From an optimization exercise on the open Yosys and OpenROAD flow, aimed at small area and a short achievable clock period; shortcuts taken in it are not production practice. At most, simulation tests tie the RTL to the original design; equivalence was not proved. Power is estimated from default activity; no workload was simulated.

## run 1
Design mm2s_dds_modulator, start of the top module:
module mm2s_dds_modulator(
    input wire          S_AXI_CLK,
    input wire          S_AXI_ARESETN,
    output wire         S_AXI_AWREADY,
    input wire   [31:0] S_AXI_AWADDR,
    input wire          S_AXI_AWVALID,
    output wire         S_AXI_WREADY,
    input wire   [31:0] S_AXI_WDATA,
    input wire   [3:0]  S_AXI_WSTRB,
    input wire          S_AXI_WVALID,
    input wire          S_AXI_BREADY,
    output wire  [1:0]  S_AXI_BRESP,
    output wire         S_AXI_BVALID,
    output wire         S_AXI_ARREADY,
    input wire   [31:0] S_AXI_ARADDR,
    input wire          S_AXI_ARVALID,
    input wire          S_AXI_RREADY,
    output wire  [31:0] S_AXI_RDATA,
    output wire  [1:0]  S_AXI_RRESP,
    output wire         S_AXI_RVALID,
    output wire dds_en_o,
    output wire [71:0] m_axis_modulation_tdata,
    output wire m_axis_modulation_tvalid,
    output wire m_axis_modulation_tlast,
    input wire m_axis_modulation_tready
);
Size in the first run: about 1,700 cells after synthesis, roughly 300 flip-flops, about 220 I/O pins, about 16,000 sq um of cells after synthesis.
==> flow/config.mk <==
export PLATFORM = sky130hd
export DESIGN_NAME = mm2s_dds_modulator
export DESIGN_NICKNAME = mm2s_dds_modulator
export VERILOG_FILES = /design/flow/design.v
export SDC_FILE = /design/flow/constraint.sdc
export NUM_CORES = 4
export LEC_CHECK = 0
export CAP_MARGIN = 20
export CORE_MARGIN = 2
export CORE_UTILIZATION = 40
export CTS_BUF_LIST = sky130_fd_sc_hd__clkbuf_8
export SETUP_SLACK_MARGIN = 2.5
export SLEW_MARGIN = 20
==> flow/constraint.sdc <==
create_clock -name core_clock -period 5.5 [get_ports {S_AXI_CLK}]
set_input_delay 1.1000 -clock core_clock [delete_from_list [all_inputs] [get_ports {S_AXI_CLK}]]
set_output_delay 1.1000 -clock core_clock [all_outputs]
set_load 0.01 [all_outputs]
standard.sh (not shown) runs the stock make flow with config.mk's settings and CLKGATE_MAP_FILE= SYNTH_SCRIPT=/design/flow/synth_recipe.tcl, a recipe that flattens the netlist after the stock synthesis.
==> flow/flow/run.sh <==
#!/bin/bash
cp standard.sh standard_sh.log
export BUFFER_PORTS_ARGS="-buffer_cell sky130_fd_sc_hd__buf_1"
bash standard.sh > standard.log 2>&1
[inputs] run 2 vs run 1
--- a/flow/config.mk
+++ b/flow/config.mk
@@ -11 +10,0 @@
-export CTS_BUF_LIST = sky130_fd_sc_hd__clkbuf_8
Notes after the runs:
Of the two candidates, run 1 has the better maximum resistive drop on vdd and run 2 the worse one. Comparing total power after layout for run 1 and run 2, the bigger number came from run 2. From run 1 to run 2 the numbers moved as follows: hold slack went down 0.0043 ns; via count lost about 0.5%. First-pass GRT wire length essentially unchanged between run 1 and run 2. Compared run 1 against run 2; share of the cycle needed by the critical path after routing within noise. Where clock skew is concerned, run 1 is better than run 2. Fraction of the core area covered by cells at the end of the flow: run 2 > run 1. The run showing the smaller cell count is run 2.
Input changes introduced in run 3 (baseline for comparison: run 2):
--- a/flow/config.mk
+++ b/flow/config.mk
@@ -11 +10,0 @@
-export SETUP_SLACK_MARGIN = 2.5
- Comparing the two runs side by side, run 3 comes out behind run 2 on worst setup margin.
- Going from run 2 to run 3, minimum clock period up 0.66 ns, sum of routed wire length over all layers down 1500 um, core utilization down 1.8 points, via count normalized by instance count flat, share of cells above drive strength 1 down 4.7 points.
- Share of total power in combinational logic delta (run 2 -> run 3): insignificant
- Diff run 2 -> run 3: clock-buffer cell count dropped about 7%; met1 capacity usage during global routing climbed 0.24 points; share of total power consumed by net switching climbed 0.22 points.
Function was not checked in any run of this note: the RTL went through the layout flow alone.

wip/quartz:
Another version of the RTL of mm2s_dds_modulator (not shown whole).
Size in the first run: roughly 300 flip-flops, ~220 I/O pins, ~14000 um2 of cells after synthesis.
==> flow/config.mk <==
export PLATFORM = sky130hd
export DESIGN_NAME = mm2s_dds_modulator
export DESIGN_NICKNAME = mm2s_dds_modulator
export VERILOG_FILES = /design/flow/design.v
export SDC_FILE = /design/flow/constraint.sdc
export NUM_CORES = 4
export LEC_CHECK = 0
export CAP_MARGIN = 20
export CORE_MARGIN = 2
export CORE_UTILIZATION = 40
export CTS_CLUSTER_DIAMETER = 120
export CTS_CLUSTER_SIZE = 24
export SETUP_SLACK_MARGIN = 2.5
export SLEW_MARGIN = 20
==> flow/constraint.sdc <==
create_clock -name core_clock -period 5.5 [get_ports {S_AXI_CLK}]
set_input_delay 1.1000 -clock core_clock [delete_from_list [all_inputs] [get_ports {S_AXI_CLK}]]
set_output_delay 1.1000 -clock core_clock [all_outputs]
set_load 0.01 [all_outputs]
==> flow/flow/run.sh <==
#!/bin/bash
set -e
HERE=$(pwd)
mkdir -p "$HERE/scripts_alt"
for f in "$FLOW_HOME"/scripts/*; do ln -sf "$f" "$HERE/scripts_alt/"; done
rm -f "$HERE/scripts_alt/abc_speed.script"
cp "$HERE/flow/abc_speed.script" "$HERE/scripts_alt/abc_speed.script"
export SCRIPTS_DIR="$HERE/scripts_alt"
export BUFFER_PORTS_ARGS="-buffer_cell sky130_fd_sc_hd__buf_1"
export SKIP_GATE_CLONING=1
cp standard.sh standard_sh.log
bash standard.sh > standard.log 2>&1
==> flow/flow/abc_speed.script <==
&get -n
&st
&dch
&nf
&put
buffer -c
topo
stime -c
dnsize -c
wip/quartz completed every stage of the flow, and the final layout passed the timing, DRC and antenna checks.
Modified inputs, wip/raven compared to wip/quartz
Settings: a change of CORE_UTILIZATION from 40 to 55; a change of CTS_CLUSTER_DIAMETER from 120 to 100; a change of SETUP_SLACK_MARGIN from 2.5 to 2.6.
==> flow/flow/abc_speed.script <==
&get -n
&st
&dch
&nf
&put
buffer -c
topo
stime -c
upsize -c
dnsize -c
wip/raven — effective utilization at floorplan 16 points higher, wip/quartz as reference. wip/raven vs. wip/quartz: global-route met3 utilization grew by 2.1 points, number of tap cells added at floorplan shrank by 28%, path length in cells of the critical path grew by 2. wip/raven went all the way through the flow, and no timing, DRC or antenna check failed. For total power divided by cell area, wip/quartz and wip/raven come out practically identical.
For wip/sierra, these inputs were changed with respect to wip/raven:
Settings: a change of SETUP_SLACK_MARGIN from 2.6 to 2.5; a change of CTS_CLUSTER_DIAMETER from 100 to 120; a change of CORE_UTILIZATION from 55 to 40.
--- outcome ---
- Reported for wip/raven and wip/sierra, final-layout clock buffer total turned out identical to the last digit.
- In summary, wip/sierra completed successfully, with a layout that passed the timing, DRC and antenna checks.
- Layout overhead on the synthesized area (higher): wip/raven
- [compare] base=wip/raven new=wip/sierra: core utilization went down by 17 points, synthesized cell count was more or less identical.
- Summary of wip/sierra over wip/raven: worst setup slack after layout fell 0.031 ns, multi-input gate share of total cell area has decreased, starting utilization of the core area went down, post-CTS setup buffer count went down, number of nets at the end of the flow lost 18.
- Higher share of the clock period used by the worst path goes to wip/sierra over wip/raven.
- wip/raven was larger in final cell area than wip/sierra.
The inputs of wip/umber differ from those of wip/sierra as listed below.
Settings: swapping 40 for 55 in CORE_UTILIZATION; swapping 120 for 100 in CTS_CLUSTER_DIAMETER.
==> flow/flow/abc_speed.script <==
&get -n
&st
&dch
&nf
&put
buffer -c
topo
stime -c
dnsize -c
### Flow results
- The lower global-route wire length before repair of wip/umber and wip/sierra is in wip/umber.
- Final standard cell utilization of the core: wip/umber higher than wip/sierra
- [wip/umber] worst setup skew after layout rose 0.011 ns relative to wip/sierra
- From wip/sierra to wip/umber the numbers moved as follows: total length of routed wires lost about 4%; fraction of area in multi-input gates picked up an extra 0.36 points; area overhead of the layout relative to synthesis picked up an extra 1.4 points; vertical die dimension lost 28 um.
- Proportion of power drawn by the clock network is lower on wip/umber
- wip/umber leaves less setup margin than wip/sierra.
- Post-synthesis instance area ended up about 0.9% lower on wip/umber than on wip/sierra.
- Share of cells above drive strength 1 in wip/umber is 2.0 points higher than in wip/sierra

Setup of build 20:
Another version of the RTL of mm2s_dds_modulator (not shown whole).
For scale: ~0.014 sq mm of cells after synthesis.
clock: 5.5 ns
lec_check: 0
cap_margin: 20
core_margin: 2
core_utilization: 40
cts_cluster_diameter: 120
cts_cluster_size: 24
setup_slack_margin: 2.5
slew_margin: 20
==> flow/flow/run.sh <==
#!/bin/bash
set -e
HERE=$(pwd)
mkdir -p "$HERE/scripts_alt"
for f in "$FLOW_HOME"/scripts/*; do ln -sf "$f" "$HERE/scripts_alt/"; done
rm -f "$HERE/scripts_alt/abc_speed.script"
cp "$HERE/flow/abc_speed.script" "$HERE/scripts_alt/abc_speed.script"
export SCRIPTS_DIR="$HERE/scripts_alt"
export BUFFER_PORTS_ARGS="-buffer_cell sky130_fd_sc_hd__buf_1"
cp standard.sh standard_sh.log
bash standard.sh > standard.log 2>&1
==> flow/flow/abc_speed.script <==
strash
&get -n
&fraig -x
&put
scorr
dc2
strash
&get -n
&dch -f
&nf
&put
buffer -c
topo
stime -c
upsize -c
dnsize -c
Setup changes, build 20 to build 32
- CTS_CLUSTER_DIAMETER now 150, was 120
- CTS_CLUSTER_SIZE now 30, was 24
==> flow/flow/run.sh <==
#!/bin/bash
cp standard.sh standard_sh.log
export BUFFER_PORTS_ARGS="-buffer_cell sky130_fd_sc_hd__buf_1"
bash standard.sh > standard.log 2>&1
removed: flow/flow/abc_speed.script
==> results.txt <==
Taking build 20 as the reference, in build 32 cell-internal power went down by 2.2%; basic-gate share of the synthesized area counting and, or, nand and nor cells increased 5.0 points; final core utilization down 3.1 points. Summary of build 32 over build 20: final critical path time including I/O delays and setup has decreased, synthesized instance count rose by 23%. Delta(fraction of the mapped netlist area in compound gates, build 32 - build 20) < 0. The final reports for build 32 and build 20 show non-clock buffer count lower in the former. Build 32 against build 20: area of the die picked up an extra 0.0038 sq mm, placer's final routability congestion estimate picked up an extra 1.6%, cell area after synthesis picked up an extra about 10%.
#### Input delta (build 59 over build 32)
- changing CTS_CLUSTER_SIZE from 30 to 24
- changing CTS_CLUSTER_DIAMETER from 150 to 120
==> flow/flow/run.sh <==
#!/bin/bash
set -e
HERE=$(pwd)
mkdir -p "$HERE/scripts_alt"
for f in "$FLOW_HOME"/scripts/*; do ln -sf "$f" "$HERE/scripts_alt/"; done
rm -f "$HERE/scripts_alt/abc_speed.script"
cp "$HERE/flow/abc_speed.script" "$HERE/scripts_alt/abc_speed.script"
export SCRIPTS_DIR="$HERE/scripts_alt"
export BUFFER_PORTS_ARGS="-buffer_cell sky130_fd_sc_hd__buf_1"
cp standard.sh standard_sh.log
bash standard.sh > standard.log 2>&1
==> flow/flow/abc_speed.script (new file) <==
&get -n
&st
&dc2
&dch
&nf
&put
buffer -c
topo
stime -c
upsize -c
dnsize -c
Notes after the runs:
Global router's overall resource usage ends up higher on build 59. Number of tap cells added at floorplan (build 32 / build 59): 1.12. What build 59 reported for final cell count has to be multiplied by 1.15 to get the figure for build 32. Pin count of the biggest net entering global routing: build 59 < build 32. Relative to build 32, fraction of final layout cells with drive strength greater than 1 has gone up in build 59. Sequential power essentially unchanged between build 32 and build 59. Combinational power: build 59 vs build 32, no meaningful difference. Build 59 finished all stages; the layout is clean. Re clock network fraction of design power: build 59 is 1.4 points up on build 32.
#### Input delta (build 58 over build 59)
==> flow/flow/abc_speed.script <==
&get -n
&st
&dch -f
&nf
&put
buffer -c
topo
stime -c
upsize -c
dnsize -c
### Flow results
Chip height for build 58: about 1.3% up relative to build 59
Summary of build 58 over build 59: post-synth design cell area grew by about 2.7%; non-clock buffer count shrank by 25; worst path arrival time shrank by 270 ps.
Going from build 59 to build 58, sequential power roughly the same, final clock period utilization by the worst path lower, post-CTS clock slew at the launch and capture registers of the worst setup and hold paths lower, worst hold-check slack lower, transition time at the pin with the least slew margin higher.
Although build 58 finished all stages, its layout failed final checks on max-capacitance violations, max-slew violations.
> inputs changed (build 58 -> build 31)
- SETUP_SLACK_MARGIN now 2.8, was 2.5
- CTS_CLUSTER_SIZE no longer set, was 24
- CTS_CLUSTER_DIAMETER no longer set, was 120
==> flow/flow/run.sh <==
#!/bin/bash
cp standard.sh standard_sh.log
export BUFFER_PORTS_ARGS="-buffer_cell sky130_fd_sc_hd__buf_1"
bash standard.sh > standard.log 2>&1
removed: flow/flow/abc_speed.script
--- outcome ---
Of build 31 and build 58, just one finished clean: build 31. Build 58 completed end to end; final checks failed (max-capacitance violations, max-slew violations). Comparing build 31 and build 58, the higher worst stage delay on the critical path was measured on build 58. Sort build 31 and build 58 by final wirelength, descending, and build 31 comes first. Setup slack in build 31 is larger than in build 58. Build 31 ended up with a higher die area than build 58 did. Higher worst-case setup slack after placement was reported by build 31, not build 58. Summary — number of pins exceeding their max-slew limit in the final report, build 31 relative to build 58: lower, by 1. Share of cell area taken by multi-input logic gates: build 31 > build 58. On via count: between build 31 and build 58, it ends up higher for build 31. Diff build 58 -> build 31 | number of multi-input combinational cells in the layout | up by more than a quarter. The leading cell type in the layout, fill and taps excluded comes out dfxtp_1 in one run and nand2_1 in the other, namely in build 58 and build 31 respectively.
Relative to build 31, the following input files were edited for build 30:
- a change of SETUP_SLACK_MARGIN from 2.8 to 2.5
Notes after the runs:
Build 30 completed; timing, DRC and antenna clean. The setup slack of build 30 is smaller than that of build 31. Higher sequential cell area goes to build 31 over build 30. On final weighted congestion of routability-driven global placement: between build 31 and build 30, it ends up lower for build 31.

## v39
RTL: one of the versions met above, not the one the previous note started from.
Size: roughly 300 flip-flops, about 220 I/O pins, roughly 14,000 µm² of cells after synthesis.
==> flow/config.mk <==
export PLATFORM = sky130hd
export DESIGN_NAME = mm2s_dds_modulator
export DESIGN_NICKNAME = mm2s_dds_modulator
export VERILOG_FILES = /design/flow/design.v
export SDC_FILE = /design/flow/constraint.sdc
export NUM_CORES = 4
export LEC_CHECK = 0
export CAP_MARGIN = 20
export CORE_MARGIN = 2
export CORE_UTILIZATION = 55
export CTS_CLUSTER_DIAMETER = 100
export CTS_CLUSTER_SIZE = 24
export SETUP_SLACK_MARGIN = 2.5
export SLEW_MARGIN = 20
==> flow/constraint.sdc <==
create_clock -name core_clock -period 5.5 [get_ports {S_AXI_CLK}]
set_input_delay 1.1000 -clock core_clock [delete_from_list [all_inputs] [get_ports {S_AXI_CLK}]]
set_output_delay 1.1000 -clock core_clock [all_outputs]
set_load 0.01 [all_outputs]
==> flow/flow/run.sh <==
#!/bin/bash
set -e
HERE=$(pwd)
mkdir -p "$HERE/scripts_alt"
for f in "$FLOW_HOME"/scripts/*; do ln -sf "$f" "$HERE/scripts_alt/"; done
rm -f "$HERE/scripts_alt/abc_speed.script"
cp "$HERE/flow/abc_speed.script" "$HERE/scripts_alt/abc_speed.script"
export SCRIPTS_DIR="$HERE/scripts_alt"
export BUFFER_PORTS_ARGS="-buffer_cell sky130_fd_sc_hd__buf_1"
export SKIP_GATE_CLONING=1
cp standard.sh standard_sh.log
bash standard.sh > standard.log 2>&1
==> flow/flow/abc_speed.script <==
&get -n
&st
&dch
&nf
&put
buffer -c
topo
stime -c
upsize -c
dnsize -c
Setup changes, v39 to v42
--- a/flow/config.mk
+++ b/flow/config.mk
@@ -12,2 +12,3 @@
 export CTS_CLUSTER_SIZE = 24
+export PLACE_DENSITY = 0.8
 export SETUP_SLACK_MARGIN = 2.5
[summary]
The final layout from v42, which completed every stage, passed the timing, DRC and antenna checks at the end of the flow. For the internal power consumption, v42 came in 0.51% lower than v39 did. The remaining global-route overflow on v42 is in line with that on v39. The share of final-layout standard cells stronger than drive strength 1 of v42 is higher than that of v39. v42 falls short of v39 in setup slack. Any difference in share of the cycle needed by the critical path after routing between v42 and v39 is small enough to ignore. Detailed-route wire length sits lower in v42 than in v39.
Relative to v42, the following input files were edited for v57:
--- a/flow/flow/run.sh
+++ b/flow/flow/run.sh
@@ -9,3 +9,2 @@
 export BUFFER_PORTS_ARGS="-buffer_cell sky130_fd_sc_hd__buf_1"
-export SKIP_GATE_CLONING=1
 cp standard.sh standard_sh.log
--- a/flow/config.mk
+++ b/flow/config.mk
@@ -9,6 +9,5 @@
 export CORE_MARGIN = 2
-export CORE_UTILIZATION = 55
-export CTS_CLUSTER_DIAMETER = 100
+export CORE_UTILIZATION = 40
+export CTS_CLUSTER_DIAMETER = 120
 export CTS_CLUSTER_SIZE = 24
-export PLACE_DENSITY = 0.8
 export SETUP_SLACK_MARGIN = 2.5
v57 against v42: first-pass GRT wire length went up; tightest slew margin relative to the limit now smaller; number of cells on the worst reg-to-reg path decreased by 5 relative to the old numbers; clock latency on the worst-skew pair saw little to no change; XOR/XNOR share of the synthesized area essentially unchanged. Of v57 and v42, the lower area overhead of the layout relative to synthesis belongs to v57. In the flow results for v57 and v42, the relative contribution of combinational cells to total power is larger on v57. Taking v42 as the reference, in v57 final instance area shows a reduction of 0.54%; via count shows a reduction of 485.

-- separate check: timing with driven ports --
The flow's constraints put no driver on any port. The routed layouts listed below were extracted and timed again, unchanged, in two steps.
Step 1, drivers: a clkbuf_16 drives S_AXI_CLK and a buf_2 each remaining input, both assumed.
Step 2 also shifts input and output timing later by t, the mid clock arrival at the registers, as if the neighbouring blocks saw the same clock.
Slacks: no drivers / after step 1 / after step 2; pairs: no drivers / after step 1.
run	shift t [ns]	setup slack, ns	worst setup path at the end	slew at the worst register clock pin (ns)
run 1	0.691	2.135 / 2.135 / 2.032	input to register	0.07 / 0.07
run 2	0.581	2.140 / 2.140 / 1.998	input to register	0.06 / 0.06
run 3	0.571	1.481 / 1.481 / 1.481	register to register	0.06 / 0.06
wip/quartz	0.561	2.563 / 2.569 / 2.008	input to register	0.10 / 0.10
wip/raven	0.553	2.549 / 2.535 / 1.981	input to register	0.10 / 0.10
wip/sierra	0.557	2.518 / 2.505 / 1.947	input to register	0.10 / 0.10
wip/umber	0.540	2.479 / 2.479 / 2.075	input to register	0.10 / 0.10
build 20	0.561	0.763 / 0.763 / 0.763	register to register	0.11 / 0.11
build 32	0.552	2.531 / 2.531 / 2.046	input to register	0.12 / 0.12
build 59	0.560	2.227 / 2.227 / 2.090	input to register	0.11 / 0.11
build 58	0.556	2.532 / 2.559 / 2.003	input to register	0.11 / 0.11
build 31	0.575	2.634 / 2.634 / 2.350	input to register	0.06 / 0.06
build 30	0.601	2.568 / 2.568 / 2.012	input to register	0.06 / 0.06
v39	0.559	2.556 / 2.550 / 1.991	input to register	0.10 / 0.10
v42	0.551	2.548 / 2.500 / 1.992	input to register	0.11 / 0.11
v57	0.556	2.510 / 2.496 / 1.940	input to register	0.10 / 0.10
The setup slack of wip/sierra, which loses most, moves by -0.013 ns with the drivers and by -0.571 ns with both steps.
